From an optimization exercise on the open Yosys and OpenROAD flow, aimed at small area; shortcuts taken in it are not production practice. Function was checked by simulation only, so behaviour that the tests miss may differ from the original. Power and IR drop assume default switching activity.

File: flow/design.v
module DinoSprite(input wire [5:0] ps, input wire kv, input wire [6:0] k, input wire [9:0] hc,
                  output wire g, output wire w);
  wire gr, wr;
  assign gr =
      (ps[2] | ps[3] | ps[4]) & (k >= 4) & (k <= 47) & (hc >= 219) & (hc <= 221)
    | ps[0] & (k >= 4) & (k <= 7) & (hc >= 221) & (hc <= 227)
    | ps[0] & (k >= 4) & (k <= 19) & (hc >= 221) & (hc <= 223)
    | (ps[0] | ps[2] | ps[3] | ps[4]) & (k >= 4) & (k <= 19) & (hc >= 221) & (hc <= 221)
    | (ps[0] | ps[2] | ps[3] | ps[4]) & (k >= 4) & (k <= 7) & (hc >= 221) & (hc <= 225)
    | ps[5] & (k >= 4) & (k <= 7) & (hc >= 233) & (hc <= 239)
    | ps[5] & (k >= 4) & (k <= 51) & (hc >= 233) & (hc <= 235)
    | (ps[1] | ps[2] | ps[3]) & (k >= 4) & (k <= 7) & (hc >= 239) & (hc <= 245)
    | (ps[1] | ps[2] | ps[3]) & (k >= 4) & (k <= 85) & (hc >= 239) & (hc <= 241)
    | (ps[2] | ps[3] | ps[4] | ps[5]) & (k >= 12) & (k <= 19) & (hc >= 221) & (hc <= 223)
    | ps[1] & (k >= 12) & (k <= 15) & (hc >= 223) & (hc <= 229)
    | (ps[1] | ps[5]) & (k >= 12) & (k <= 15) & (hc >= 223) & (hc <= 227)
    | ps[0] & (k >= 12) & (k <= 47) & (hc >= 223) & (hc <= 227)
    | (ps[0] | ps[1] | ps[2] | ps[3] | ps[4]) & (k >= 12) & (k <= 47) & (hc >= 223) & (hc <= 225)
    | ps[5] & (k >= 12) & (k <= 51) & (hc >= 233) & (hc <= 239)
    | (ps[0] | ps[5]) & (k >= 14) & (k <= 17) & (hc >= 257) & (hc <= 263)
    | (ps[0] | ps[5]) & (k >= 14) & (k <= 51) & (hc >= 257) & (hc <= 259)
    | (ps[1] | ps[2] | ps[3] | ps[4]) & (k >= 16) & (k <= 47) & (hc >= 219) & (hc <= 225)
    | (ps[0] | ps[2] | ps[3] | ps[4]) & (k >= 16) & (k <= 47) & (hc >= 223) & (hc <= 229)
    | ps[0] & (k >= 16) & (k <= 51) & (hc >= 227) & (hc <= 231)
    | (ps[1] | ps[2] | ps[3] | ps[5]) & (k >= 16) & (k <= 51) & (hc >= 235) & (hc <= 241)
    | ps[4] & (k >= 16) & (k <= 85) & (hc >= 239) & (hc <= 241)
    | ps[0] & (k >= 16) & (k <= 19) & (hc >= 241) & (hc <= 249)
    | (ps[0] | ps[4]) & (k >= 16) & (k <= 19) & (hc >= 241) & (hc <= 247)
    | (ps[0] | ps[5]) & (k >= 16) & (k <= 51) & (hc >= 241) & (hc <= 243)
    | (ps[1] | ps[2] | ps[3] | ps[4]) & (k >= 20) & (k <= 43) & (hc >= 215) & (hc <= 241)
    | (ps[1] | ps[5]) & (k >= 20) & (k <= 47) & (hc >= 223) & (hc <= 241)
    | (ps[0] | ps[5]) & (k >= 20) & (k <= 51) & (hc >= 227) & (hc <= 245)
    | (k >= 20) & (k <= 51) & (hc >= 227) & (hc <= 241)
    | (ps[0] | ps[5]) & (k >= 22) & (k <= 47) & (hc >= 223) & (hc <= 263)
    | (ps[0] | ps[5]) & (k >= 22) & (k <= 51) & (hc >= 227) & (hc <= 259)
    | (ps[1] | ps[2] | ps[3] | ps[4]) & (k >= 24) & (k <= 43) & (hc >= 211) & (hc <= 245)
    | (k >= 24) & (k <= 47) & (hc >= 219) & (hc <= 245)
    | (ps[1] | ps[2] | ps[3] | ps[4]) & (k >= 24) & (k <= 59) & (hc >= 235) & (hc <= 245)
    | (ps[1] | ps[2] | ps[3] | ps[4]) & (k >= 24) & (k <= 85) & (hc >= 239) & (hc <= 245)
    | (ps[0] | ps[5]) & (k >= 24) & (k <= 27) & (hc >= 273) & (hc <= 299)
    | (ps[0] | ps[5]) & (k >= 24) & (k <= 43) & (hc >= 273) & (hc <= 287)
    | (ps[1] | ps[2] | ps[3] | ps[4]) & (k >= 28) & (k <= 43) & (hc >= 207) & (hc <= 249)
    | (k >= 28) & (k <= 43) & (hc >= 215) & (hc <= 249)
    | (ps[0] | ps[5]) & (k >= 28) & (k <= 47) & (hc >= 215) & (hc <= 275)
    | (ps[1] | ps[2] | ps[3] | ps[4]) & (k >= 28) & (k <= 51) & (hc >= 223) & (hc <= 249)
    | (ps[1] | ps[2] | ps[3] | ps[4]) & (k >= 28) & (k <= 75) & (hc >= 239) & (hc <= 249)
    | (ps[1] | ps[2] | ps[3] | ps[4]) & (k >= 32) & (k <= 43) & (hc >= 203) & (hc <= 249)
    | (k >= 32) & (k <= 43) & (hc >= 211) & (hc <= 249)
    | (ps[0] | ps[5]) & (k >= 32) & (k <= 49) & (hc >= 281) & (hc <= 307)
    | (ps[1] | ps[2] | ps[3] | ps[4]) & (k >= 34) & (k <= 55) & (hc >= 229) & (hc <= 253)
    | ps[2] & (k >= 34) & (k <= 59) & (hc >= 235) & (hc <= 253)
    | ps[2] & (k >= 34) & (k <= 75) & (hc >= 239) & (hc <= 253)
    | (ps[1] | ps[3] | ps[4]) & (k >= 34) & (k <= 79) & (hc >= 239) & (hc <= 253)
    | (ps[1] | ps[2] | ps[3] | ps[4]) & (k >= 36) & (k <= 59) & (hc >= 199) & (hc <= 201)
    | (ps[1] | ps[2] | ps[3] | ps[4]) & (k >= 36) & (k <= 47) & (hc >= 199) & (hc <= 209)
    | (k >= 36) & (k <= 43) & (hc >= 207) & (hc <= 253)
    | (ps[0] | ps[5]) & (k >= 40) & (k <= 47) & (hc >= 203) & (hc <= 275)
    | (k >= 40) & (k <= 47) & (hc >= 203) & (hc <= 209)
    | (ps[0] | ps[5]) & (k >= 44) & (k <= 51) & (hc >= 199) & (hc <= 209)
    | (k >= 44) & (k <= 55) & (hc >= 199) & (hc <= 201)
    | (k >= 44) & (k <= 51) & (hc >= 199) & (hc <= 205)
    | (ps[1] | ps[2] | ps[3] | ps[4]) & (k >= 44) & (k <= 51) & (hc >= 259) & (hc <= 261)
    | (ps[1] | ps[2] | ps[3] | ps[4]) & (k >= 48) & (k <= 51) & (hc >= 223) & (hc <= 261)
    | (ps[0] | ps[5]) & (k >= 48) & (k <= 49) & (hc >= 269) & (hc <= 307)
    | (ps[0] | ps[5]) & (k >= 48) & (k <= 53) & (hc >= 273) & (hc <= 303)
    | (ps[1] | ps[2] | ps[3] | ps[4]) & (k >= 60) & (k <= 63) & (hc >= 239) & (hc <= 269)
    | (ps[1] | ps[3] | ps[4]) & (k >= 60) & (k <= 89) & (hc >= 251) & (hc <= 257)
    | ps[2] & (k >= 64) & (k <= 75) & (hc >= 239) & (hc <= 277)
    | (ps[1] | ps[2] | ps[3] | ps[4]) & (k >= 68) & (k <= 85) & (hc >= 255) & (hc <= 277)
    | ps[2] & (k >= 78) & (k <= 81) & (hc >= 249) & (hc <= 251)
    | (ps[1] | ps[2] | ps[3] | ps[4]) & (k >= 84) & (k <= 89) & (hc >= 243) & (hc <= 273);
  assign wr =
      (ps[2] | ps[3] | ps[4]) & (k >= 1) & (k <= 19) & (hc >= 214) & (hc <= 218)
    | ps[0] & (k >= 1) & (k <= 23) & (hc >= 216) & (hc <= 220)
    | (ps[0] | ps[2] | ps[3] | ps[4]) & (k >= 1) & (k <= 3) & (hc >= 216) & (hc <= 230)
    | (ps[0] | ps[2] | ps[3] | ps[4]) & (k >= 1) & (k <= 19) & (hc >= 216) & (hc <= 218)
    | (ps[2] | ps[3] | ps[4]) & (k >= 1) & (k <= 7) & (hc >= 226) & (hc <= 230)
    | ps[5] & (k >= 1) & (k <= 3) & (hc >= 228) & (hc <= 244)
    | (ps[0] | ps[5]) & (k >= 1) & (k <= 15) & (hc >= 228) & (hc <= 232)
    | ps[5] & (k >= 1) & (k <= 7) & (hc >= 240) & (hc <= 244)
    | ps[5] & (k >= 8) & (k <= 23) & (hc >= 216) & (hc <= 220)
    | ps[5] & (k >= 8) & (k <= 23) & (hc >= 216) & (hc <= 220)
    | ps[1] & (k >= 8) & (k <= 15) & (hc >= 218) & (hc <= 222)
    | (ps[1] | ps[5]) & (k >= 8) & (k <= 11) & (hc >= 218) & (hc <= 230)
    | (ps[2] | ps[3] | ps[4]) & (k >= 8) & (k <= 11) & (hc >= 222) & (hc <= 226)
    | (ps[0] | ps[1] | ps[5]) & (k >= 8) & (k <= 11) & (hc >= 224) & (hc <= 230)
    | (k >= 8) & (k <= 11) & (hc >= 224) & (hc <= 226)
    | ps[5] & (k >= 8) & (k <= 11) & (hc >= 236) & (hc <= 240)
    | (ps[0] | ps[5]) & (k >= 10) & (k <= 13) & (hc >= 252) & (hc <= 262)
    | (ps[0] | ps[5]) & (k >= 10) & (k <= 21) & (hc >= 252) & (hc <= 256)
    | (ps[1] | ps[2] | ps[3] | ps[4]) & (k >= 12) & (k <= 19) & (hc >= 214) & (hc <= 218)
    | (ps[1] | ps[5]) & (k >= 12) & (k <= 15) & (hc >= 216) & (hc <= 220)
    | (ps[2] | ps[3] | ps[4]) & (k >= 12) & (k <= 15) & (hc >= 226) & (hc <= 230)
    | (ps[1] | ps[5]) & (k >= 12) & (k <= 19) & (hc >= 230) & (hc <= 232)
    | ps[5] & (k >= 12) & (k <= 15) & (hc >= 240) & (hc <= 244)
    | ps[0] & (k >= 12) & (k <= 15) & (hc >= 240) & (hc <= 256)
    | ps[0] & (k >= 12) & (k <= 21) & (hc >= 250) & (hc <= 256)
    | (ps[0] | ps[5]) & (k >= 14) & (k <= 17) & (hc >= 212) & (hc <= 220)
    | (ps[1] | ps[2] | ps[3] | ps[4]) & (k >= 16) & (k <= 23) & (hc >= 210) & (hc <= 214)
    | ps[5] & (k >= 16) & (k <= 19) & (hc >= 224) & (hc <= 232)
    | (ps[1] | ps[5]) & (k >= 16) & (k <= 19) & (hc >= 226) & (hc <= 232)
    | (ps[2] | ps[3] | ps[4]) & (k >= 16) & (k <= 19) & (hc >= 230) & (hc <= 232)
    | ps[0] & (k >= 16) & (k <= 19) & (hc >= 232) & (hc <= 240)
    | ps[5] & (k >= 16) & (k <= 19) & (hc >= 244) & (hc <= 248)
    | ps[5] & (k >= 18) & (k <= 21) & (hc >= 246) & (hc <= 256)
    | (ps[0] | ps[5]) & (k >= 18) & (k <= 21) & (hc >= 260) & (hc <= 262)
    | (ps[0] | ps[5]) & (k >= 20) & (k <= 23) & (hc >= 216) & (hc <= 222)
    | (ps[0] | ps[5]) & (k >= 20) & (k <= 21) & (hc >= 246) & (hc <= 256)
    | (ps[1] | ps[2] | ps[3] | ps[4]) & (k >= 24) & (k <= 27) & (hc >= 206) & (hc <= 210)
    | (ps[0] | ps[5]) & (k >= 24) & (k <= 27) & (hc >= 210) & (hc <= 218)
    | (ps[0] | ps[5]) & (k >= 24) & (k <= 31) & (hc >= 210) & (hc <= 214)
    | (ps[1] | ps[2] | ps[3] | ps[4]) & (k >= 28) & (k <= 31) & (hc >= 202) & (hc <= 206)
    | (ps[0] | ps[5]) & (k >= 28) & (k <= 35) & (hc >= 206) & (hc <= 210)
    | (ps[1] | ps[2] | ps[3] | ps[4]) & (k >= 32) & (k <= 35) & (hc >= 198) & (hc <= 202)
    | (ps[0] | ps[5]) & (k >= 32) & (k <= 39) & (hc >= 202) & (hc <= 206)
    | (ps[1] | ps[2] | ps[3] | ps[4]) & (k >= 36) & (k <= 59) & (hc >= 195) & (hc <= 198)
    | (ps[0] | ps[5]) & (k >= 36) & (k <= 43) & (hc >= 198) & (hc <= 202)
    | (k >= 36) & (k <= 60) & (hc >= 198) & (hc <= 198)
    | (k >= 40) & (k <= 59) & (hc >= 195) & (hc <= 198)
    | (ps[1] | ps[2] | ps[3] | ps[4]) & (k >= 44) & (k <= 51) & (hc >= 210) & (hc <= 218)
    | (ps[1] | ps[2] | ps[3] | ps[4]) & (k >= 48) & (k <= 51) & (hc >= 206) & (hc <= 222)
    | (k >= 48) & (k <= 51) & (hc >= 210) & (hc <= 222)
    | (ps[0] | ps[5]) & (k >= 48) & (k <= 55) & (hc >= 222) & (hc <= 226)
    | (ps[0] | ps[5]) & (k >= 48) & (k <= 55) & (hc >= 260) & (hc <= 262)
    | (ps[0] | ps[5]) & (k >= 52) & (k <= 55) & (hc >= 202) & (hc <= 214)
    | (k >= 52) & (k <= 60) & (hc >= 202) & (hc <= 206)
    | (ps[1] | ps[2] | ps[3] | ps[4]) & (k >= 52) & (k <= 55) & (hc >= 218) & (hc <= 228)
    | (ps[0] | ps[5]) & (k >= 52) & (k <= 55) & (hc >= 222) & (hc <= 262)
    | (ps[0] | ps[5]) & (k >= 56) & (k <= 60) & (hc >= 195) & (hc <= 206)
    | (ps[0] | ps[5]) & (k >= 56) & (k <= 60) & (hc >= 195) & (hc <= 206)
    | (ps[1] | ps[2] | ps[3] | ps[4]) & (k >= 56) & (k <= 59) & (hc >= 224) & (hc <= 232)
    | (ps[1] | ps[2] | ps[3] | ps[4]) & (k >= 56) & (k <= 63) & (hc >= 230) & (hc <= 232)
    | (ps[0] | ps[5]) & (k >= 60) & (k <= 60) & (hc >= 195) & (hc <= 262)
    | (ps[1] | ps[2] | ps[3] | ps[4]) & (k >= 60) & (k <= 63) & (hc >= 198) & (hc <= 206);
  assign g = kv & gr;
  assign w = kv & wr;
endmodule
module ObstacleSprite(input wire cv, input wire [5:0] c, input wire [9:0] vc,
                      output wire g, output wire w);
  wire gr, wr;
  assign gr =
      (vc <= 389) & (vc >= 326) & (c >= 13) & (c <= 21)
    | (vc <= 389) & (vc >= 324) & (c >= 15) & (c <= 19)
    | (vc <= 367) & (vc >= 362) & (c >= 7) & (c <= 21)
    | (vc <= 365) & (vc >= 340) & (c >= 5) & (c <= 5)
    | (vc <= 365) & (vc >= 342) & (c >= 5) & (c <= 7)
    | (vc <= 363) & (vc >= 342) & (c >= 3) & (c <= 7)
    | (vc <= 359) & (vc >= 354) & (c >= 13) & (c <= 27)
    | (vc <= 357) & (vc >= 334) & (c >= 27) & (c <= 29)
    | (vc <= 357) & (vc >= 332) & (c >= 29) & (c <= 29)
    | (vc <= 355) & (vc >= 334) & (c >= 27) & (c <= 31);
  assign wr =
      (vc <= 390) & (vc >= 390) & (c >= 12) & (c <= 22)
    | (vc <= 390) & (vc >= 368) & (c >= 12) & (c <= 12)
    | (vc <= 390) & (vc >= 264) & (c >= 34) & (c <= 34)
    | (vc <= 389) & (vc >= 368) & (c >= 10) & (c <= 12)
    | (vc <= 389) & (vc >= 360) & (c >= 22) & (c <= 24)
    | (vc <= 369) & (vc >= 368) & (c >= 6) & (c <= 12)
    | (vc <= 367) & (vc >= 366) & (c >= 4) & (c <= 6)
    | (vc <= 365) & (vc >= 364) & (c >= 2) & (c <= 4);
  assign g = cv & gr;
  assign w = cv & wr;
endmodule
module GroundSprite(input wire [11:0] v, input wire [9:0] vc, output wire g);
  assign g =
      (vc <= 389) & (vc >= 388) & (v >= 1) & (v <= 7)
    | (vc <= 389) & (vc >= 388) & (v >= 29) & (v <= 31)
    | (vc <= 389) & (vc >= 388) & (v >= 97) & (v <= 103)
    | (vc <= 389) & (vc >= 388) & (v >= 245) & (v <= 245)
    | (vc <= 389) & (vc >= 388) & (v >= 671) & (v <= 675)
    | (vc <= 389) & (vc >= 388) & (v >= 833) & (v <= 839)
    | (vc <= 389) & (vc >= 388) & (v >= 857) & (v <= 857)
    | (vc <= 389) & (vc >= 388) & (v >= 1049) & (v <= 1051)
    | (vc <= 389) & (vc >= 388) & (v >= 1177) & (v <= 1177)
    | (vc <= 389) & (vc >= 388) & (v >= 1201) & (v <= 1207)
    | (vc <= 389) & (vc >= 388) & (v >= 1229) & (v <= 1231)
    | (vc <= 389) & (vc >= 388) & (v >= 1297) & (v <= 1303)
    | (vc <= 389) & (vc >= 388) & (v >= 1445) & (v <= 1445)
    | (vc <= 389) & (vc >= 388) & (v >= 1871) & (v <= 1875)
    | (vc <= 389) & (vc >= 388) & (v >= 2033) & (v <= 2039)
    | (vc <= 389) & (vc >= 388) & (v >= 2057) & (v <= 2057)
    | (vc <= 389) & (vc >= 388) & (v >= 2249) & (v <= 2251)
    | (vc <= 389) & (vc >= 388) & (v >= 2377) & (v <= 2377)
    | (vc <= 387) & (vc >= 386) & (v >= 83) & (v <= 83)
    | (vc <= 387) & (vc >= 386) & (v >= 141) & (v <= 143)
    | (vc <= 387) & (vc >= 386) & (v >= 181) & (v <= 187)
    | (vc <= 387) & (vc >= 386) & (v >= 275) & (v <= 277)
    | (vc <= 387) & (vc >= 386) & (v >= 357) & (v <= 357)
    | (vc <= 387) & (vc >= 386) & (v >= 377) & (v <= 381)
    | (vc <= 387) & (vc >= 386) & (v >= 525) & (v <= 525)
    | (vc <= 387) & (vc >= 386) & (v >= 533) & (v <= 535)
    | (vc <= 387) & (vc >= 386) & (v >= 565) & (v <= 569)
    | (vc <= 387) & (vc >= 386) & (v >= 929) & (v <= 931)
    | (vc <= 387) & (vc >= 386) & (v >= 1145) & (v <= 1145)
    | (vc <= 387) & (vc >= 386) & (v >= 1283) & (v <= 1283)
    | (vc <= 387) & (vc >= 386) & (v >= 1341) & (v <= 1343)
    | (vc <= 387) & (vc >= 386) & (v >= 1381) & (v <= 1387)
    | (vc <= 387) & (vc >= 386) & (v >= 1475) & (v <= 1477)
    | (vc <= 387) & (vc >= 386) & (v >= 1557) & (v <= 1557)
    | (vc <= 387) & (vc >= 386) & (v >= 1577) & (v <= 1581)
    | (vc <= 387) & (vc >= 386) & (v >= 1725) & (v <= 1725)
    | (vc <= 387) & (vc >= 386) & (v >= 1733) & (v <= 1735)
    | (vc <= 387) & (vc >= 386) & (v >= 1765) & (v <= 1769)
    | (vc <= 387) & (vc >= 386) & (v >= 2129) & (v <= 2131)
    | (vc <= 387) & (vc >= 386) & (v >= 2345) & (v <= 2345)
    | (vc <= 385) & (vc >= 384) & (v >= 463) & (v <= 463)
    | (vc <= 385) & (vc >= 384) & (v >= 599) & (v <= 599)
    | (vc <= 385) & (vc >= 384) & (v >= 821) & (v <= 823)
    | (vc <= 385) & (vc >= 384) & (v >= 983) & (v <= 983)
    | (vc <= 385) & (vc >= 384) & (v >= 1031) & (v <= 1035)
    | (vc <= 385) & (vc >= 384) & (v >= 1663) & (v <= 1663)
    | (vc <= 385) & (vc >= 384) & (v >= 1799) & (v <= 1799)
    | (vc <= 385) & (vc >= 384) & (v >= 2021) & (v <= 2023)
    | (vc <= 385) & (vc >= 384) & (v >= 2183) & (v <= 2183)
    | (vc <= 385) & (vc >= 384) & (v >= 2231) & (v <= 2235)
    | (vc <= 383) & (vc >= 382) & (v >= 13) & (v <= 19)
    | (vc <= 383) & (vc >= 382) & (v >= 171) & (v <= 171)
    | (vc <= 383) & (vc >= 382) & (v >= 205) & (v <= 207)
    | (vc <= 383) & (vc >= 382) & (v >= 365) & (v <= 367)
    | (vc <= 383) & (vc >= 382) & (v >= 431) & (v <= 431)
    | (vc <= 383) & (vc >= 382) & (v >= 493) & (v <= 493)
    | (vc <= 383) & (vc >= 382) & (v >= 643) & (v <= 645)
    | (vc <= 383) & (vc >= 382) & (v >= 725) & (v <= 725)
    | (vc <= 383) & (vc >= 382) & (v >= 763) & (v <= 767)
    | (vc <= 383) & (vc >= 382) & (v >= 877) & (v <= 881)
    | (vc <= 383) & (vc >= 382) & (v >= 995) & (v <= 999)
    | (vc <= 383) & (vc >= 382) & (v >= 1091) & (v <= 1091)
    | (vc <= 383) & (vc >= 382) & (v >= 1099) & (v <= 1101)
    | (vc <= 383) & (vc >= 382) & (v >= 1127) & (v <= 1131)
    | (vc <= 383) & (vc >= 382) & (v >= 1213) & (v <= 1219)
    | (vc <= 383) & (vc >= 382) & (v >= 1371) & (v <= 1371)
    | (vc <= 383) & (vc >= 382) & (v >= 1405) & (v <= 1407)
    | (vc <= 383) & (vc >= 382) & (v >= 1565) & (v <= 1567)
    | (vc <= 383) & (vc >= 382) & (v >= 1631) & (v <= 1631)
    | (vc <= 383) & (vc >= 382) & (v >= 1693) & (v <= 1693)
    | (vc <= 383) & (vc >= 382) & (v >= 1843) & (v <= 1845)
    | (vc <= 383) & (vc >= 382) & (v >= 1925) & (v <= 1925)
    | (vc <= 383) & (vc >= 382) & (v >= 1963) & (v <= 1967)
    | (vc <= 383) & (vc >= 382) & (v >= 2077) & (v <= 2081)
    | (vc <= 383) & (vc >= 382) & (v >= 2195) & (v <= 2199)
    | (vc <= 383) & (vc >= 382) & (v >= 2291) & (v <= 2291)
    | (vc <= 383) & (vc >= 382) & (v >= 2299) & (v <= 2301)
    | (vc <= 383) & (vc >= 382) & (v >= 2327) & (v <= 2331)
    | (vc <= 381) & (vc >= 380) & (v >= 111) & (v <= 115)
    | (vc <= 381) & (vc >= 380) & (v >= 303) & (v <= 309)
    | (vc <= 381) & (vc >= 380) & (v >= 453) & (v <= 457)
    | (vc <= 381) & (vc >= 380) & (v >= 707) & (v <= 713)
    | (vc <= 381) & (vc >= 380) & (v >= 1151) & (v <= 1157)
    | (vc <= 381) & (vc >= 380) & (v >= 1311) & (v <= 1315)
    | (vc <= 381) & (vc >= 380) & (v >= 1503) & (v <= 1509)
    | (vc <= 381) & (vc >= 380) & (v >= 1653) & (v <= 1657)
    | (vc <= 381) & (vc >= 380) & (v >= 1907) & (v <= 1913)
    | (vc <= 381) & (vc >= 380) & (v >= 2351) & (v <= 2357)
    | (vc <= 379) & (vc >= 378) & (v >= 1520) & (v <= 1545)
    | (vc <= 377) & (vc >= 376) & (v >= 1517) & (v <= 1521)
    | (vc <= 377) & (vc >= 376) & (v >= 1544) & (v <= 1548)
    | (vc <= 375) & (vc >= 374) & (v >= 1) & (v <= 1199)
    | (vc <= 375) & (vc >= 374) & (v >= 1201) & (v <= 1459)
    | (vc <= 375) & (vc >= 374) & (v >= 1486) & (v <= 1518)
    | (vc <= 375) & (vc >= 374) & (v >= 1547) & (v <= 2101)
    | (vc <= 375) & (vc >= 374) & (v >= 2128) & (v <= 2149)
    | (vc <= 375) & (vc >= 374) & (v >= 2176)
    | (vc <= 373) & (vc >= 372) & (v >= 1459) & (v <= 1461)
    | (vc <= 373) & (vc >= 372) & (v >= 1482) & (v <= 1486)
    | (vc <= 373) & (vc >= 372) & (v >= 2101) & (v <= 2103)
    | (vc <= 373) & (vc >= 372) & (v >= 2124) & (v <= 2128)
    | (vc <= 373) & (vc >= 372) & (v >= 2149) & (v <= 2151)
    | (vc <= 373) & (vc >= 372) & (v >= 2172) & (v <= 2176)
    | (vc <= 371) & (vc >= 370) & (v >= 1461) & (v <= 1465)
    | (vc <= 371) & (vc >= 370) & (v >= 1480) & (v <= 1482)
    | (vc <= 371) & (vc >= 370) & (v >= 2103) & (v <= 2107)
    | (vc <= 371) & (vc >= 370) & (v >= 2122) & (v <= 2124)
    | (vc <= 371) & (vc >= 370) & (v >= 2151) & (v <= 2155)
    | (vc <= 371) & (vc >= 370) & (v >= 2170) & (v <= 2172)
    | (vc <= 369) & (vc >= 368) & (v >= 1465) & (v <= 1467)
    | (vc <= 369) & (vc >= 368) & (v >= 1478) & (v <= 1480)
    | (vc <= 369) & (vc >= 368) & (v >= 2107) & (v <= 2109)
    | (vc <= 369) & (vc >= 368) & (v >= 2120) & (v <= 2122)
    | (vc <= 369) & (vc >= 368) & (v >= 2155) & (v <= 2157)
    | (vc <= 369) & (vc >= 368) & (v >= 2168) & (v <= 2170)
    | (vc <= 367) & (vc >= 366) & (v >= 1467) & (v <= 1478)
    | (vc <= 367) & (vc >= 366) & (v >= 2109) & (v <= 2120)
    | (vc <= 367) & (vc >= 366) & (v >= 2157) & (v <= 2168);
endmodule
module DigitSprite(input wire [3:0] d, input wire [4:0] cg, input wire [9:0] vc, output wire g);
  assign g =
      ((d == 4'd2)) & (vc >= 77) & (cg <= 6)
    | ((d == 4'd1) | (d == 4'd2)) & (vc >= 80) & (cg >= 2) & (cg <= 16)
    | ((d == 4'd1) | (d == 4'd2) | (d == 4'd3) | (d == 4'd5) | (d == 4'd6) | (d == 4'd8) | (d == 4'd9)) & (vc >= 80) & (cg >= 2) & (cg <= 11)
    | ((d == 4'd7)) & (vc >= 74) & (cg >= 5) & (cg <= 8)
    | ((d == 4'd0) | (d == 4'd1) | (d == 4'd2) | (d == 4'd3) | (d == 4'd5) | (d == 4'd6) | (d == 4'd8) | (d == 4'd9)) & (vc >= 80) & (cg >= 5) & (cg <= 11)
    | ((d == 4'd1)) & (cg >= 7) & (cg <= 11)
    | ((d == 4'd4) | (d == 4'd9)) & (vc >= 77) & (cg >= 10) & (cg <= 11)
    | ((d == 4'd1) | (d == 4'd2) | (d == 4'd3) | (d == 4'd4) | (d == 4'd5) | (d == 4'd6) | (d == 4'd8)) & (vc >= 80) & (cg >= 10) & (cg <= 13)
    | ((d == 4'd8)) & (vc <= 79) & (vc >= 74) & (cg <= 1)
    | ((d == 4'd3) | (d == 4'd5) | (d == 4'd6)) & (vc <= 79) & (vc >= 77) & (cg <= 3)
    | ((d == 4'd0) | (d == 4'd2)) & (vc <= 79) & (vc >= 77) & (cg >= 2) & (cg <= 6)
    | ((d == 4'd0) | (d == 4'd6)) & (vc <= 79) & (vc >= 65) & (cg >= 2) & (cg <= 3)
    | ((d == 4'd5)) & (vc <= 79) & (vc >= 71) & (cg >= 12) & (cg <= 16)
    | ((d == 4'd3) | (d == 4'd5) | (d == 4'd6) | (d == 4'd8)) & (vc <= 79) & (vc >= 74) & (cg >= 12) & (cg <= 16)
    | ((d == 4'd0) | (d == 4'd3) | (d == 4'd4) | (d == 4'd5) | (d == 4'd6) | (d == 4'd9)) & (vc <= 79) & (vc >= 71) & (cg >= 12) & (cg <= 13)
    | ((d == 4'd0) | (d == 4'd4) | (d == 4'd6)) & (vc <= 76) & (vc >= 71) & (cg <= 3)
    | ((d == 4'd2) | (d == 4'd4)) & (vc <= 76) & (vc >= 74) & (cg >= 2) & (cg <= 11)
    | ((d == 4'd8)) & (vc <= 76) & (vc >= 71) & (cg >= 7) & (cg <= 11)
    | ((d == 4'd0) | (d == 4'd9)) & (vc <= 76) & (vc >= 68) & (cg >= 12) & (cg <= 16)
    | ((d == 4'd0) | (d == 4'd3) | (d == 4'd4) | (d == 4'd5) | (d == 4'd6) | (d == 4'd8) | (d == 4'd9)) & (vc <= 76) & (vc >= 74) & (cg >= 12) & (cg <= 16)
    | ((d == 4'd6) | (d == 4'd8) | (d == 4'd9)) & (vc <= 73) & (vc >= 71) & (cg >= 2) & (cg <= 11)
    | ((d == 4'd2) | (d == 4'd3) | (d == 4'd6) | (d == 4'd8) | (d == 4'd9)) & (vc <= 73) & (vc >= 71) & (cg >= 5) & (cg <= 11)
    | ((d == 4'd7)) & (vc <= 73) & (vc >= 71) & (cg >= 7) & (cg <= 11)
    | ((d == 4'd2) | (d == 4'd4)) & (vc <= 73) & (vc >= 68) & (cg >= 10) & (cg <= 13)
    | ((d == 4'd0) | (d == 4'd5) | (d == 4'd6) | (d == 4'd8) | (d == 4'd9)) & (vc <= 70) & (vc >= 68) & (cg <= 3)
    | ((d == 4'd4) | (d == 4'd5) | (d == 4'd8)) & (vc <= 70) & (vc >= 68) & (cg >= 2) & (cg <= 6)
    | ((d == 4'd3) | (d == 4'd5)) & (vc <= 70) & (vc >= 68) & (cg >= 7) & (cg <= 11)
    | ((d == 4'd5) | (d == 4'd7)) & (vc <= 70) & (vc >= 68) & (cg >= 10) & (cg <= 13)
    | ((d == 4'd2) | (d == 4'd9)) & (vc <= 70) & (vc >= 65) & (cg >= 12) & (cg <= 16)
    | ((d == 4'd0) | (d == 4'd2) | (d == 4'd4) | (d == 4'd7) | (d == 4'd8) | (d == 4'd9)) & (vc <= 70) & (vc >= 65) & (cg >= 12) & (cg <= 13)
    | ((d == 4'd5) | (d == 4'd7)) & (vc <= 67) & (cg <= 3)
    | ((d == 4'd2) | (d == 4'd5) | (d == 4'd7) | (d == 4'd8) | (d == 4'd9)) & (vc <= 67) & (vc >= 65) & (cg <= 3)
    | ((d == 4'd6)) & (vc <= 67) & (vc >= 65) & (cg >= 2) & (cg <= 6)
    | ((d == 4'd1) | (d == 4'd4)) & (vc <= 67) & (vc >= 65) & (cg >= 5) & (cg <= 11)
    | ((d == 4'd4)) & (vc <= 67) & (cg >= 7) & (cg <= 13)
    | ((d == 4'd3)) & (vc <= 67) & (cg >= 10) & (cg <= 13)
    | ((d == 4'd0) | (d == 4'd1) | (d == 4'd3) | (d == 4'd4)) & (vc <= 67) & (cg >= 10) & (cg <= 11)
    | ((d == 4'd7)) & (vc <= 67) & (cg >= 12) & (cg <= 16)
    | ((d == 4'd3) | (d == 4'd7)) & (vc <= 64) & (cg >= 2) & (cg <= 16)
    | ((d == 4'd2) | (d == 4'd3) | (d == 4'd5) | (d == 4'd7) | (d == 4'd8) | (d == 4'd9)) & (vc <= 64) & (cg >= 2) & (cg <= 11)
    | ((d == 4'd0) | (d == 4'd2) | (d == 4'd3) | (d == 4'd5) | (d == 4'd6) | (d == 4'd7) | (d == 4'd8) | (d == 4'd9)) & (vc <= 64) & (cg >= 5) & (cg <= 11)
    | ((d == 4'd2) | (d == 4'd3) | (d == 4'd4) | (d == 4'd5) | (d == 4'd6) | (d == 4'd7) | (d == 4'd9)) & (vc <= 64) & (cg >= 7) & (cg <= 13);
endmodule
module TRexTop(
    input  wire       clk,
    input  wire       btnR,
    input  wire       duckButton,
    input  wire       jumpButton,
    input  wire       restart,
    output wire       Hsync,
    output wire       Vsync,
    output wire [2:0] vgaRed,
    output wire [2:0] vgaGreen,
    output wire [1:0] vgaBlue,
    output wire       led,
    output wire       run,
    output wire       dead);
   wire rst = btnR;
   reg [9:0] hc;    
   reg [9:0] vc;    
   wire hend = (hc == 10'd799);
   always @(posedge clk) begin
      if (rst) begin
         hc <= 10'd0;
         vc <= 10'd0;
      end else if (hend) begin
         hc <= 10'd0;
         vc <= (vc == 10'd520) ? 10'd0 : vc + 10'd1;
      end else
         hc <= hc + 10'd1;
   end
   assign Hsync = (hc >= 10'd96);
   assign Vsync = (vc >= 10'd2);
   reg [2:0] q;
   reg [1:0] m3;
   always @(posedge clk) begin
      if (rst) begin
         q  <= 3'd0;
         m3 <= 2'd0;
      end else begin
         if (hend) q <= q + 3'd1;
         m3 <= (m3 == 2'd2) ? 2'd0 : m3 + 2'd1;
      end
   end
   wire anim      = q[0];                                   
   wire released  = q[2];                                   
   wire lo31      = (hc[4:0] == 5'd31);
   wire scoreTick = lo31 & ~(q[0] ^ hc[5]);                  
   wire [1:0] fph = q[1:0] + hc[6:5];
   wire frameTick = lo31 & (fph == 2'd1);                    
   wire moveTick  = (hc[1:0] == 2'd1) & (m3 == 2'd2);        
   reg js0, js1, jump; reg [5:0] jcnt;
   reg ds0, ds1, duck; reg [5:0] dcnt;
   always @(posedge clk) begin
      if (rst) begin
         js0 <= 1'b0; js1 <= 1'b0; ds0 <= 1'b0; ds1 <= 1'b0;
      end else begin
         js0 <= jumpButton; js1 <= js0;
         ds0 <= duckButton; ds1 <= ds0;
      end
   end
   always @(posedge clk) begin
      if (rst) begin
         jcnt <= 6'd0; jump <= 1'b0;
      end else if (js1 == jump)
         jcnt <= 6'd0;
      else begin
         jcnt <= jcnt + 6'd1;
         if (jcnt == 6'h3f) jump <= ~jump;
      end
   end
   always @(posedge clk) begin
      if (rst) begin
         dcnt <= 6'd0; duck <= 1'b0;
      end else if (ds1 == duck)
         dcnt <= 6'd0;
      else begin
         dcnt <= dcnt + 6'd1;
         if (dcnt == 6'h3f) duck <= ~duck;
      end
   end
   reg [1:0] st;      
   reg collided;
   always @(posedge clk) begin
      if (rst)
         st <= 2'b00;
      else case (st)
         2'b00: if (jump) st <= 2'b10;
         2'b10: if (collided) st <= 2'b01;
         2'b01: if (restart) st <= 2'b00;
         default: st <= 2'b00;
      endcase
   end
   assign run  = st[1];
   assign dead = st[0];
   assign led  = collided;
   reg [8:0] dy;
   reg signed [5:0] vel;
   reg isJumping;
   wire onGround = (dy >= 9'd391);
   always @(posedge clk) begin
      if (rst) begin
         dy <= 9'd391; isJumping <= 1'b0; vel <= 6'sd0;
      end else if (frameTick) begin
         case (st)
            2'b00: dy <= 9'd391;
            2'b10: begin
               if (isJumping) begin
                  if (onGround) begin
                     dy <= 9'd391; vel <= 6'sd0; isJumping <= 1'b0;
                  end else begin
                     vel <= vel + 6'sd1;
                     dy <= dy + {{3{vel[5]}}, vel};
                  end
               end else if (jump) begin
                  isJumping <= 1'b1; vel <= -6'sd17; dy <= dy - 9'd17;
               end else
                  dy <= 9'd391;
            end
            default: ;
         endcase
      end
   end
   wire runPose = ~rst & (st == 2'b10) & onGround;
   wire [5:0] pose;
   assign pose[0] = rst | (runPose & ~anim & duck);
   assign pose[1] = runPose & anim & ~duck;
   assign pose[2] = ~rst & (st == 2'b01);
   assign pose[3] = ~rst & ~(st == 2'b01) & ~runPose;
   assign pose[4] = runPose & ~anim & ~duck;
   assign pose[5] = runPose & anim & duck;
   wire [9:0] kd = {1'b0, dy} - vc;
   wire dkv = (kd[9:7] == 3'b000);
   wire dino_g, dino_w;
   DinoSprite dino(.ps(pose), .kv(dkv), .k(kd[6:0]), .hc(hc), .g(dino_g), .w(dino_w));
   reg [10:0] ox;
   wire oxInRange = (ox != 11'd0) && (ox <= 11'd640);
   always @(posedge clk) begin
      if (rst)
         ox <= 11'd680;
      else if (moveTick) begin
         case (st)
            2'b00: ox <= 11'd680;
            2'b10: if (oxInRange || released) ox <= ox - 11'd1;
                   else ox <= 11'd640;
            default: ;
         endcase
      end
   end
   wire [12:0] oc = {3'b000, hc} - 13'd144 - {2'b00, ox};
   wire ocv = (oc[12:6] == 7'd0) & (oc[5:0] != 6'd0);
   wire obs_g, obs_w0;
   ObstacleSprite obs(.cv(ocv), .c(oc[5:0]), .vc(vc), .g(obs_g), .w(obs_w0));
   wire obs_w = obs_w0 & (hc <= 10'd178);    
   reg [11:0] gp;
   always @(posedge clk) begin
      if (rst)
         gp <= 12'd2256;
      else if (moveTick) begin
         case (st)
            2'b10: gp <= (gp == 12'd2399) ? 12'd0 : gp + 12'd1;
            2'b01: ;
            default: gp <= 12'd2256;
         endcase
      end
   end
   wire [12:0] gs = {3'b000, hc} + {1'b0, gp};
   wire gwrap = (gs >= 13'd2400);
   wire [11:0] gv = gwrap ? (gs[11:0] - 12'd2400) : gs[11:0];
   wire gnd_g;
   GroundSprite gnd(.v(gv), .vc(vc), .g(gnd_g));
   reg [3:0] n1, n2, n3, n4;    
   always @(posedge clk) begin
      if (rst) begin
         n1 <= 4'd0; n2 <= 4'd0; n3 <= 4'd0; n4 <= 4'd0;
      end else if (scoreTick & st[1]) begin
         if (n4 == 4'd9) begin
            n4 <= 4'd0;
            if (n3 == 4'd9) begin
               n3 <= 4'd0;
               if (n2 == 4'd9) begin
                  n2 <= 4'd0;
                  n1 <= (n1 == 4'd9) ? 4'd0 : n1 + 4'd1;
               end else n2 <= n2 + 4'd1;
            end else n3 <= n3 + 4'd1;
         end else n4 <= n4 + 4'd1;
      end
   end
   wire [9:0] du = hc - 10'd645;
   wire r1 = (hc >= 10'd675), r2 = (hc >= 10'd705), r3 = (hc >= 10'd735);
   wire [6:0] dcg = du[6:0] - (r3 ? 7'd90 : r2 ? 7'd60 : r1 ? 7'd30 : 7'd0);
   wire [3:0] dsel = r3 ? n4 : r2 ? n3 : r1 ? n2 : n1;
   wire dval = (hc >= 10'd645) & (hc <= 10'd754) & (dcg <= 7'd19) & (vc >= 10'd62) & (vc <= 10'd82);
   wire num_g0;
   DigitSprite num(.d(dsel), .cg(dcg[4:0]), .vc(vc), .g(num_g0));
   wire num_g = dval & num_g0;
   wire inScreen = (hc >= 10'd145) & (hc <= 10'd784) & (vc >= 10'd32) & (vc <= 10'd511);
   wire grey  = dino_g | obs_g | gnd_g | num_g;
   wire white = dino_w | obs_w;
   reg pix;
   always @(posedge clk) begin
      pix <= inScreen & (white | ~grey);
      if (rst) collided <= 1'b0;
      else     collided <= dino_g & obs_g;
   end
   assign vgaRed   = {3{pix}};
   assign vgaGreen = {3{pix}};
   assign vgaBlue  = {2{pix}};
endmodule
File: flow/run.sh
#!/bin/bash
# synth_recipe.tcl (not shown) runs the flow's synth.tcl, then flattens the netlist and writes it again
# the make line also repeats each setting of config.mk as NAME=value (left out here)
make -C /OpenROAD-flow-scripts/flow DESIGN_CONFIG=/design/flow/config.mk WORK_HOME=/design/flow/orfs CLKGATE_MAP_FILE= SYNTH_SCRIPT=/design/flow/synth_recipe.tcl finish
File: flow/config.mk
export PLATFORM = sky130hd
export DESIGN_NAME = TRexTop
export DESIGN_NICKNAME = TRexTop
export VERILOG_FILES = /design/flow/design.v
export SDC_FILE = /design/flow/constraint.sdc
export NUM_CORES = 4
export LEC_CHECK = 0
export CAP_MARGIN = 35
export CORE_MARGIN = 2
export CORE_UTILIZATION = 30
export SLEW_MARGIN = 35
File: flow/constraint.sdc
create_clock -name core_clock -period 40.0 [get_ports {clk}]
set_input_delay 8.0000 -clock core_clock [delete_from_list [all_inputs] [get_ports {clk}]]
set_output_delay 8.0000 -clock core_clock [all_outputs]
set_load 0.01 [all_outputs]
==> flow_summary.yaml <==
outcome:
  status: "no timing/DRC/antenna violations"
layout:
  finalCoreUtilization: 0.325
  area.growth.synth_to_final_pct: 7.48
  multiInputGateArea_mm2: 0.0136
  mostFrequentLayoutCells: "sky130_fd_sc_hd__nor2_1, sky130_fd_sc_hd__nand2_1, sky130_fd_sc_hd__a21oi_1"
  register_area_mm2: 0.00204
  fillCellCount: 6043
  drive_above_1_share: 0.0701
  layout.cells.most_common: "sky130_fd_sc_hd__nor2_1"
  antenna-diode-count: 0
  layout.nets: 2523
  layout.cell_area.non_filler_mm2: 0.0178
power_and_ir_drop:
  clock_network_power_share: 0.389
  vdd_ir_drop_max_v: 0.0000214
  design_power_total_mw: 0.238
  power.net_switching_mw: 0.0753
  power_leakage_nw: 6.12
  power-per-cell-area_mw_per_mm2: 13.4
  part_of_the_power_in_combinational_logic: 0.177
  swShare: 0.316
  power_report.internal_total_mw: 0.163
  power_frac_seq: 0.434
sta:
  timing_max_transition_violations_final: 0
  layout_min_cycle_time_ns: 11.68
  finalCritPeriodShare: 0.292
  worst_pin_slew_ns: 1.08
  finalHoldViolCount: 0
  achievable-frequency_mhz: 85.6
  remaining_max_slew_budget_at_the_tightest_pin: 0.280
  finalSetupViolCount: 0
  timing.setup.tns_ns: 0
  fin_skew_ns: 0.0108
  grt_setup_unrepaired: "false"
yosys:
  synth_cell_types: 109
  synth.avg_cell_area_um2: 6.59
  syn-num-nets: 2598
  post_synthesis_async_set_or_reset_flop_share: 0
  syn_area_mm2: 0.0165
  synth_cells: 2511
  ys.flop_type: "sky130_fd_sc_hd__dfxtp_1"
  register_bit_total_from_synthesis: 102
  synth_sequential_area_ratio: 0.123
  yosys_warnings: 1
  synth-edff-count: 0
cts:
  cts_hold_buffers: 0
  clk_path_buf_depth: 2
  cts_buffers: 9
  h_tree_depth_reported_by_cts: 3
  cts_tree: "yes"
  root_buffer: "sky130_fd_sc_hd__clkbuf_16"
  clock_latency_ns: 0.39
  cts-resized-gates: 0
  post_cts_buffers: 0
  clk_transition_reported_paths_ns: 0.07
  cts_sinks: 102
global_routing:
  grt_pass1_wl_mm: 118
  grt_overflow_total: 0
  total_routing_usage_gr: 0.264
  number_of_antenna_violations_at_the_first_check_in_global_routing: 1
  vias_in_the_first_global_route: 19100
  grt_max_degree: 82
route:
  detailroute.via_count: 20900
  drt-total-wl_mm: 77.7
  viasPerCell: 6.64
  ant_nets: 0
  wl_per_cell_um: 24.7
  drt_iter0_drc: 3072
  drt_pre_antenna_iters: 6
  post_detailed_route_drc_marker_count: 0
setup_path:
  cp_top_family: "compound AO/OA/AOI/OAI gates"
  critPathLaunchType: "input port"
  setup.worst_path.end_class: "flop"
  crit_chain: "buf_4, buf_6, a41oi_1, a211oi_1, o21ai_0, a211o_1, o2111ai_1, a2111oi_0, a41oi_1, a41o_1, nor3_1, nand4_1, nor3_1, nand3b_1, o21ai_1"
  slowest_delay_ns: 0.71
  slowest_stage: "sky130_fd_sc_hd__a41oi_1"
  critical_path_peak_fanout: 81
  data_arrival_time_at_the_worst_slack_endpoint_ns: 11.99
  required_ns: 40.31
  worst-setup-path-type: "in -> reg"
  cp.buffers_inverters: 2
placed_design:
  postPlaceCellArea_mm2: 0.0175
  place.port_buffers: 17
  routability_cong: 1.01
  dpl.hpwl_mm: 57.6
die:
  starting_density_of_the_core: 0.302
  fp.dieW_um: 239
  cell_row_count: 86
  core_region_area_mm2: 0.0548
  die_area_mm2: 0.0571
  ioPinCount: 18
  dieHeight_um: 239
min_path:
  worstHoldPathType: "reg -> reg"
run:
  cap_violations: 0
flip-flops by register name, summed over array words and instances, names as in the netlist, 6 cells and up:
signal / cells
hc: 10
vel: 6
dcnt: 6
dy: 9
vc: 10
jcnt: 6
gp: 12
ox: 11
per-layer routing:
layer / global-route usage / routed length (um)
met1: 0.362 / 33000
met2: 0.384 / 31700
met3: 0.0693 / 9010
met4: 0.117 / 3980
met5: 0 / 0
per-stage QoR:
stage / hold slack, ns / setup slack, ns / std cells
6_report: 0.421 / 28.32 / 3143
5_1_grt: 0.435 / 28.15 / 3143
4_1_cts: 0.425 / 28.49 / 3143
3_5_place_dp: 0.414 / 28.09 / 3129
3_3_place_gp: 0.410 / 27.80 / 3129
2_1_floorplan: 0.401 / 29.40 / 2511
logic make-up after synthesis:
| logic type | count (synthesis) | share of synthesized area |
|---|---|---|
| AO/OA/AOI/OAI | 891 | 0.366 |
| multiplexers | 27 | 0.0175 |
| XOR/XNOR | 82 | 0.0434 |
| adder cells (fa/ha/maj) | 82 | 0.0643 |
| AND/OR/NAND/NOR | 1078 | 0.325 |
| flip-flops | 102 | 0.123 |
| buffers and inverters | 249 | 0.0608 |
area by class of cell:
type | instances | area share
clock buffer | 10 | 0.0129
clock inverter | 4 | 0.00324
inverter | 82 | 0.0173
multi-input combinational | 2160 | 0.766
sequential | 102 | 0.115
tap | 704 | 0.0495
timing repair buffer | 81 | 0.0367
power groups by stage:
| stage | clock network (mW) | logic, mW | registers (mW) |
|---|---|---|---|
| finish | 0.0926 | 0.0422 | 0.103 |
| global route | 0.0986 | 0.0454 | 0.104 |
| CTS | 0.0947 | 0.0403 | 0.103 |
| detailed placement | 0 | 0.0401 | 0.106 |
| global placement | 0 | 0.0407 | 0.106 |
| floorplan | 0 | 0.0278 | 0.106 |
cells in the mapped netlist, drive strengths merged (15+ instances only):
cell type,number,area share
nand2b,37,0.014
mux2i,21,0.013
o31ai,18,0.0093
nand2,220,0.050
nand4,63,0.024
a32oi,16,0.0085
o2111ai,25,0.013
o22ai,42,0.016
or2,25,0.0095
clkbuf,125,0.028
a22oi,35,0.016
nor4,42,0.018
ha,77,0.058
o211ai,30,0.014
buf,42,0.014
nor3b,15,0.0068
or3,21,0.0079
inv,80,0.018
a211o,20,0.011
a21o,35,0.016
xnor2,49,0.026
dfxtp,102,0.12
nor3,120,0.039
a211oi,42,0.021
and3,32,0.012
nor2,294,0.067
nor2b,29,0.011
a2111oi,23,0.014
a31oi,55,0.021
xor2,33,0.017
nand3,113,0.034
o21ai,196,0.059
and2,19,0.0072
a21oi,192,0.059
worst paths after layout:
| kind | depth (start not counted) | endpoint | slack, ns | from |
|---|---|---|---|---|
| max | 15 | pix | 28.32 | btnR |
| max reg2reg | 25 | pix | 32.12 | hc[4] |
| min reg2reg | 1 | m3[0] | 0.42 | m3[0] |
| min | 1 | m3[0] | 0.42 | m3[0] |

[separate check: timing with driven ports]
In the flow no input, the clock included, has a driving cell. The finished layout below was timed again as built, in two steps.
Step 1 assumes that a clkbuf_16 drives the clock port and a buf_2 every other input.
Step 2 times the ports against the registers' clock, not the clock port: input delays grow and output delays shrink by t, the midpoint of the rising clock arrivals with the driver on.
Three values: no drivers, after step 1, after step 2; two values: the first two.
t (ns): 0.431
setup slack, ns: 28.321 / 28.347 / 27.916
pins driven straight from the clock port: 1
After both steps this run still meets setup and hold. For this run, drivers alone change the setup slack by +0.026 ns; drivers and shift together by -0.405 ns.
